What follows belongs to an exercise in optimizing a design on an open flow for small area and a short achievable clock period; a production flow would make more cautious choices.
Function was checked by simulation only, so behaviour that the tests miss may differ from the original.
Power is estimated from default activity; no workload was simulated.

// cpu
module cpu(input clk, reset, interrupt,
           input [7:0] datamem_data, usermem_data_in,
           output [7:0] datamem_address, usermem_address, usermem_data_out,
           output rw,
           output [7:0] v1, v2);
export LEC_CHECK = 0
export CAP_MARGIN = 20
export CORE_MARGIN = 2
export CORE_UTILIZATION = 40
export SETUP_SLACK_MARGIN = 5.0
export SLEW_MARGIN = 20
create_clock -name core_clock -period 8.5 [get_ports {clk}]
run.sh (not shown) runs the stock make flow with config.mk's settings and CLKGATE_MAP_FILE= SYNTH_SCRIPT=/design/flow/synth_recipe.tcl, a recipe that flattens the netlist after the stock synthesis.
Edit:
==> flow/flow/run.sh (new file) <==
#!/bin/bash
# The standard layout (the standard.sh, unchanged synthesis), with the
# port buffers inserted as plain buf cells instead of the default delay
# buffer cell. ORFS writes each step's full log under orfs/logs; the make
# output goes to layout.log here.
set -euo pipefail
bash standard.sh "BUFFER_PORTS_ARGS=-buffer_cell sky130_fd_sc_hd__buf_2" finish > layout.log 2>&1
==> flow/standard.sh (new file) <==
#!/bin/bash
# synth_recipe.tcl (not shown) runs the flow's synth.tcl, then flattens the netlist and writes it again
# the make line also repeats each setting of config.mk as NAME=value (left out here)
make -C /OpenROAD-flow-scripts/flow DESIGN_CONFIG=/design/flow/config.mk WORK_HOME=/design/flow/orfs CLKGATE_MAP_FILE= SYNTH_SCRIPT=/design/flow/synth_recipe.tcl "${@:-finish}"
Settings changed: SETUP_SLACK_MARGIN 5.0 to 4.4.
removed: flow/run.sh
=>
- utilization goes down by 9.3 points
- global-route usage goes down by 3.2 points
- routed wire length decreases by about 9%
- register-to-register slack degrades by 0.11 ns
- worst setup slack gets worse by 0.12 ns

---

The RTL this note starts from:
==> flow/design.v <==
module ksadd (input [7:0] a, b, input cin, output [7:0] s);
wire [7:0] p0 = a ^ b;
wire [7:0] g0 = a & b;
wire [7:0] g1, p1, g2, p2, g3;
assign g1[0] = g0[0] | (p0[0] & cin);
assign p1[0] = 1'b0;
genvar i;
generate
    for (i = 1; i < 8; i = i + 1)
    begin : l1
        assign g1[i] = g0[i] | (p0[i] & (i == 1 ? g1[0] : g0[i-1]));
        assign p1[i] = p0[i] & p0[i-1];
    end
    for (i = 0; i < 8; i = i + 1)
    begin : l2
        if (i < 2)
        begin : lo
            assign g2[i] = g1[i];
            assign p2[i] = 1'b0;
        end
        else
        begin : hi
            assign g2[i] = g1[i] | (p1[i] & g1[i-2]);
            assign p2[i] = p1[i] & p1[i-2];
        end
    end
    for (i = 0; i < 8; i = i + 1)
    begin : l3
        if (i < 4)
        begin : lo
            assign g3[i] = g2[i];
        end
        else
        begin : hi
            assign g3[i] = g2[i] | (p2[i] & g2[i-4]);
        end
    end
endgenerate
assign s = p0 ^ {g3[6:0], cin};
endmodule
module alu (input [7:0] b, a,
            input [2:0] op,
            output reg [7:0] y);
wire [7:0] add, sub;
ksadd add0(a, b, 1'b0, add);
ksadd sub0(a, ~b, 1'b1, sub);
wire [7:0] rsn = (|b[7:3]) ? 8'b0 : (a >> b[2:0]);
always @*
begin
    case (op)
        3'd0: y = a | b;
        3'd1: y = a & b;
        3'd2: y = ~a;
        3'd3: y = a ^ b;
        3'd4: y = add;
        3'd5: y = sub;
        3'd6: y = b;
        default: y = rsn;
    endcase
end
endmodule
module pc (input clk, reset, jump, freeze,
           input [7:0] jmpaddr,
           output reg [7:0] data);
always @(posedge clk)
begin
    if (reset)
        data <= 8'b0;
    else if (jump)
        data <= jmpaddr;
    else if (!freeze)
        data <= data + 8'd1;
end
endmodule
module regfile (input clk, reset, we,
                input [1:0] wsel, rsel1, rsel2,
                input [7:0] wdata,
                output [7:0] read1, read2, v1, v2);
reg [7:0] r0, r1, r2, r3;
wire [7:0] d = reset ? 8'b0 : wdata;
always @(posedge clk)
begin
    if (reset || (we && wsel == 2'd0)) r0 <= d;
    if (reset || (we && wsel == 2'd1)) r1 <= d;
    if (reset || (we && wsel == 2'd2)) r2 <= d;
    if (reset || (we && wsel == 2'd3)) r3 <= d;
end
function [7:0] sel4(input [1:0] s, input [7:0] x0, x1, x2, x3);
    case (s)
        2'd0: sel4 = x0;
        2'd1: sel4 = x1;
        2'd2: sel4 = x2;
        default: sel4 = x3;
    endcase
endfunction
assign read1 = sel4(rsel1, r0, r1, r2, r3);
assign read2 = sel4(rsel2, r0, r1, r2, r3);
assign v1    = reset ? 8'b0 : r0;
assign v2    = reset ? 8'b0 : r1;
endmodule
module control (input clk, reset, interrupt,
                input [7:0] datamem_data, datamem_address, usermem_data_in,
                input [7:0] read1, read2, alu_out,
                output [1:0] rsel1, rsel2, wsel,
                output we,
                output [7:0] wdata,
                output reg [7:0] usermem_address, usermem_data_out, pc_jmpaddr,
                output reg rw,
                output pc_jump, pc_freeze);
localparam S0   = 3'd0;   
localparam S1   = 3'd1;   
localparam S2J  = 3'd2;   
localparam S2S  = 3'd3;   
localparam S3   = 3'd4;   
localparam S4   = 3'd5;   
localparam S56  = 3'd6;   
reg [2:0] stage;
reg [7:0] sp;
reg [7:0] regdata;           
reg [3:0] ins;               
wire [7:0] dd = datamem_data;
wire [3:0] hi = dd[7:4];
wire s0  = (stage == S0);
wire s1  = (stage == S1);
wire s4  = (stage == S4);
wire s56 = (stage == S56);
wire run = !interrupt && !reset;
wire rst = !interrupt && reset;   
wire eq  = (read1 == read2);
wire op_alu  = !dd[7];
wire op_jmp  = (hi == 4'h9);
wire op_call = (hi == 4'ha);
wire op_b    = (hi == 4'hb);
wire op_rts  = op_b && dd[3:0] == 4'h0;
wire op_stsp = op_b && dd[3:0] == 4'h1;
wire op_pop  = op_b && dd[3:0] == 4'h2;
wire op_ldsp = op_b && dd[3:0] == 4'h4;
wire op_push = op_b && dd[3:0] == 4'h8;
wire op_ieq  = (hi == 4'hc);
wire op_ine  = (hi == 4'hd);
wire op_two  = dd[7] && !dd[4] && !dd[5] && !dd[6] || (hi == 4'he) || (hi == 4'hf);
wire ins_ld  = (ins[3:2] == 2'b00);
wire ins_st  = (ins[3:2] == 2'b10);
wire ins_lum = (ins[3:2] == 2'b11);
assign rsel1 = dd[3:2];
assign rsel2 = dd[1:0];
assign wsel  = s1 ? ins[1:0] : dd[1:0];
assign pc_jump   = (stage == S2J) || s4;
assign pc_freeze = s56;
assign we    = !interrupt && ((s0 && (op_alu || op_stsp)) || (s1 && !ins_st));
assign wdata = s1 ? (ins_ld ? dd : regdata) : (dd[7] ? sp : alu_out);
wire       sp_dec = dd[4] && !dd[3];         
wire [7:0] sp_x   = sp ^ {8{sp_dec}};    
wire [7:0] sp_t;
assign sp_t[0] = 1'b1;
genvar k;
generate
    for (k = 1; k < 8; k = k + 1)
    begin : spt
        assign sp_t[k] = sp_t[k-1] & sp_x[k-1];
    end
endgenerate
wire [7:0] sp_pm  = sp ^ sp_t;
always @(posedge clk)
begin
    ins <= {dd[5:4], dd[1:0]};
    if (!interrupt && s0)
        usermem_data_out <= (!dd[6] && !dd[4]) ? datamem_address : read1;
    if (interrupt || reset || (s0 && (op_jmp || op_call)) || s4)
        pc_jmpaddr <= interrupt ? 8'hfd : reset ? 8'h00 : s4 ? usermem_data_in : read2;
    if (rst || (run && ((s0 && (op_alu || op_stsp)) || (s1 && ins_ld) || s56)))
        regdata <= reset ? 8'h00 : s56 ? usermem_data_in : wdata;
    if (rst || (run && s0 && (op_call || op_rts || op_pop || op_push || op_ldsp)))
        sp <= reset ? 8'h00 : op_ldsp ? read1 : sp_pm;
    if (rst || (run && ((s0 && (op_call || op_rts || op_pop || op_push)) || (s1 && !ins_ld))))
        usermem_address <= reset ? 8'h00 : s1 ? dd : op_push ? sp_pm : sp;
    if (!interrupt)
        rw <= !reset && ((s0 && (op_call || op_push)) || (s1 && ins_st));
    if (interrupt || reset)
        stage <= S2J;
    else
        case (stage)
        S0:
            if (op_jmp || op_call)                stage <= S2J;
            else if (op_rts)                      stage <= S4;
            else if (op_pop)                      stage <= S56;
            else if ((op_ieq && eq) || (op_ine && !eq)) stage <= S3;
            else if (op_two)                      stage <= S1;
            else                                  stage <= S0;
        S1:  stage <= ins_lum ? S56 : S0;
        S3:  stage <= (hi <= 4'hd) ? S0 : S2S;
        S4:  stage <= S2J;
        default: stage <= S0;     
        endcase
end
endmodule
module cpu(input clk, reset, interrupt,
           input [7:0] datamem_data, usermem_data_in,
           output [7:0] datamem_address, usermem_address, usermem_data_out,
           output rw,
           output [7:0] v1, v2);
    wire [1:0] rsel1, rsel2, wsel;
    wire [7:0] pc_jumpaddr, wdata, read1, read2, alu_out;
    wire we, pc_jump, pc_freeze;
    pc pc0(clk, reset, pc_jump, pc_freeze, pc_jumpaddr, datamem_address);
    regfile reg0(clk, reset, we, wsel, rsel1, rsel2, wdata, read1, read2, v1, v2);
    alu alu0(read1, read2, datamem_data[6:4], alu_out);
    control cntrl0(clk, reset, interrupt, datamem_data, datamem_address, usermem_data_in,
                   read1, read2, alu_out, rsel1, rsel2, wsel, we, wdata,
                   usermem_address, usermem_data_out, pc_jumpaddr, rw, pc_jump, pc_freeze);
endmodule
clock: 8.5 ns
lec_check: 0
cap_margin: 20
core_margin: 2
core_utilization: 60
cts_buf_list: sky130_fd_sc_hd__clkbuf_8
cts_cluster_size: 30
place_density: 0.8
setup_slack_margin: 4.4
slew_margin: 20
standard.sh (not shown) runs the stock make flow with config.mk's settings and CLKGATE_MAP_FILE= SYNTH_SCRIPT=/design/flow/synth_recipe.tcl, a recipe that flattens the netlist after the stock synthesis.
==> flow/flow/run.sh <==
#!/bin/bash
# The standard layout (the standard.sh) with two changes: the port
# buffers are plain buf cells instead of the default delay-buffer cell, and
# Yosys does not map adders to the library's fixed half/full-adder cells
# (ABC maps that logic with the rest). Registers are untouched. ORFS writes
# each step's full log under orfs/logs; make's output goes to layout.log.
set -euo pipefail
bash standard.sh "ADDER_MAP_FILE=" "BUFFER_PORTS_ARGS=-buffer_cell sky130_fd_sc_hd__buf_2" finish > layout.log 2>&1
The first run produced a clean layout.
==> next run, changes <==
Settings changed: CORE_UTILIZATION 60 to 65, CTS_BUF_LIST sky130_fd_sc_hd__clkbuf_8 to sky130_fd_sc_hd__clkbuf_4 sky130_fd_sc_hd__clkbuf_8.
Result:
- worst hold slack got worse by 0.037 ns
- power went up by 3.1%
- register-to-register slack is better by 0.08 ns
- global-route usage went up by 4.9 points
- synthesized area does not change
- core utilization went up by 5.5 points
==> next run, changes <==
==> flow/flow/run.sh (replaced) <==
#!/bin/bash
set -euo pipefail
W=$(pwd)
cat > "$W/flow_synth.tcl" <<EOT
proc abc {args} {
  set i [lsearch -exact \$args -script]
  if {\$i >= 0} { set args [lreplace \$args \$i [expr {\$i + 1}] -script $W/flow/abc.script] }
  puts "flow: abc \$args"
  yosys abc {*}\$args
}
source $W/synth_recipe.tcl
EOT
bash standard.sh "SYNTH_SCRIPT=$W/flow_synth.tcl" "ADDER_MAP_FILE=" \
  "BUFFER_PORTS_ARGS=-buffer_cell sky130_fd_sc_hd__buf_2" finish > layout.log 2>&1
==> flow/flow/abc.script (new file) <==
strash
dch
&get -n
&nf -R 1000
&put
Settings changed: CORE_UTILIZATION 65 to 55, CTS_BUF_LIST sky130_fd_sc_hd__clkbuf_4 sky130_fd_sc_hd__clkbuf_8 to sky130_fd_sc_hd__clkbuf_8, PLACE_DENSITY 0.8 to default, SETUP_SLACK_MARGIN 4.4 to 4.3.
Clock skew went down by 0.0058 ns; setup slack got worse by 0.25 ns; cell count went up by 14%; utilization went down by 1.0 points; clock power went up by 11%; sequential share of layout area went down by 1.8 points.
==> next run, changes <==
==> flow/flow/run.sh (replaced) <==
#!/bin/bash
# The standard layout (the standard.sh) with two changes: the port
# buffers are plain buf cells instead of the default delay-buffer cell, and
# Yosys does not map adders to the library's fixed half/full-adder cells
# (ABC maps that logic with the rest). Registers are untouched. ORFS writes
# each step's full log under orfs/logs; make's output goes to layout.log.
set -euo pipefail
bash standard.sh "ADDER_MAP_FILE=" "BUFFER_PORTS_ARGS=-buffer_cell sky130_fd_sc_hd__buf_2" finish > layout.log 2>&1
Settings changed: CORE_UTILIZATION 55 to 40, CTS_CLUSTER_SIZE 30 to default, SETUP_SLACK_MARGIN 4.3 to 4.0.
removed: flow/flow/abc.script
The new run passed the timing, DRC and antenna checks; setup slack loses 0.094 ns; maximum frequency went down by 2.1%; routed wire length shrinks by 7.1%; die area came out higher by 49%; clock skew stays flat; clock-buffer cell count went up by 2; critical path depth went down by 6; register-to-register slack improves by 0.28 ns; cell area fell by 7.2%.
==> next run, changes <==
--- a/flow/flow/run.sh
+++ b/flow/flow/run.sh
@@ -7,2 +7,2 @@
 set -euo pipefail
-bash standard.sh "ADDER_MAP_FILE=" "BUFFER_PORTS_ARGS=-buffer_cell sky130_fd_sc_hd__buf_2" finish > layout.log 2>&1
+bash standard.sh "ADDER_MAP_FILE=" "BUFFER_PORTS_ARGS=-buffer_cell sky130_fd_sc_hd__buf_1" finish > layout.log 2>&1
Settings changed: CORE_UTILIZATION 40 to 55, CTS_CLUSTER_SIZE from default to 30.
Non-clock buffer count came out higher by 4.
Combinational power fell by about 2%.
Total power came out lower by 4.0%.
Die area goes down by 26%.
Critical path depth does not change.
Design area drops by 2.7%.
Routed wire length decreases by 3.7%.
Sequential power stays flat.

afterwards: timing with drivers on the ports:
In the flow no input, the clock included, has a driving cell. The finished layouts below were timed again as built, in two steps.
Step 1 (the two cells are an assumption about what drives the block):
set clk [get_ports {clk}]
set_driving_cell -lib_cell sky130_fd_sc_hd__clkbuf_16 $clk
set_driving_cell -lib_cell sky130_fd_sc_hd__buf_2 [delete_from_list [all_inputs] $clk]
Step 2 moves the port delays by t, midway between the first and last clock arrival at a register: inputs arrive t later, outputs are due t later. That takes back most of the time a late clock gives input paths.
Three values: no drivers, after step 1, after step 2; two values: the first two.
| run | t, ns | slack for setup (ns) | worst hold slack (ns) | clock arrival spread, ns | slew at the worst register clock pin (ns) |
|---|---|---|---|---|---|
| the first run of note 1 | 0.389 | 4.482 / 4.342 / 3.953 | 0.550 / 0.550 / 0.550 | 0.006 / 0.006 | 0.07 / 0.07 |
| the second run of note 1 | 0.384 | 4.364 / 4.318 / 3.934 | 0.562 / 0.562 / 0.562 | 0.011 / 0.011 | 0.07 / 0.07 |
| the first run of note 2 | 0.399 | 4.391 / 4.343 / 3.943 | 0.547 / 0.547 / 0.547 | 0.021 / 0.021 | 0.10 / 0.10 |
| the second run of note 2 | 0.403 | 4.409 / 4.355 / 3.951 | 0.510 / 0.510 / 0.510 | 0.018 / 0.017 | 0.10 / 0.10 |
| the third run of note 2 | 0.409 | 4.160 / 4.132 / 3.723 | 0.539 / 0.539 / 0.539 | 0.013 / 0.012 | 0.10 / 0.10 |
| the fourth run of note 2 | 0.414 | 4.066 / 4.080 / 3.666 | 0.527 / 0.527 / 0.527 | 0.014 / 0.014 | 0.09 / 0.09 |
| the fifth run of note 2 | 0.421 | 4.077 / 4.063 / 3.666 | 0.549 / 0.549 / 0.549 | 0.015 / 0.015 | 0.10 / 0.10 |
After both steps setup and hold are still met in every run listed. The setup slack of the first run of note 1, which loses most, moves by -0.140 ns with the drivers and by -0.529 ns with both steps.
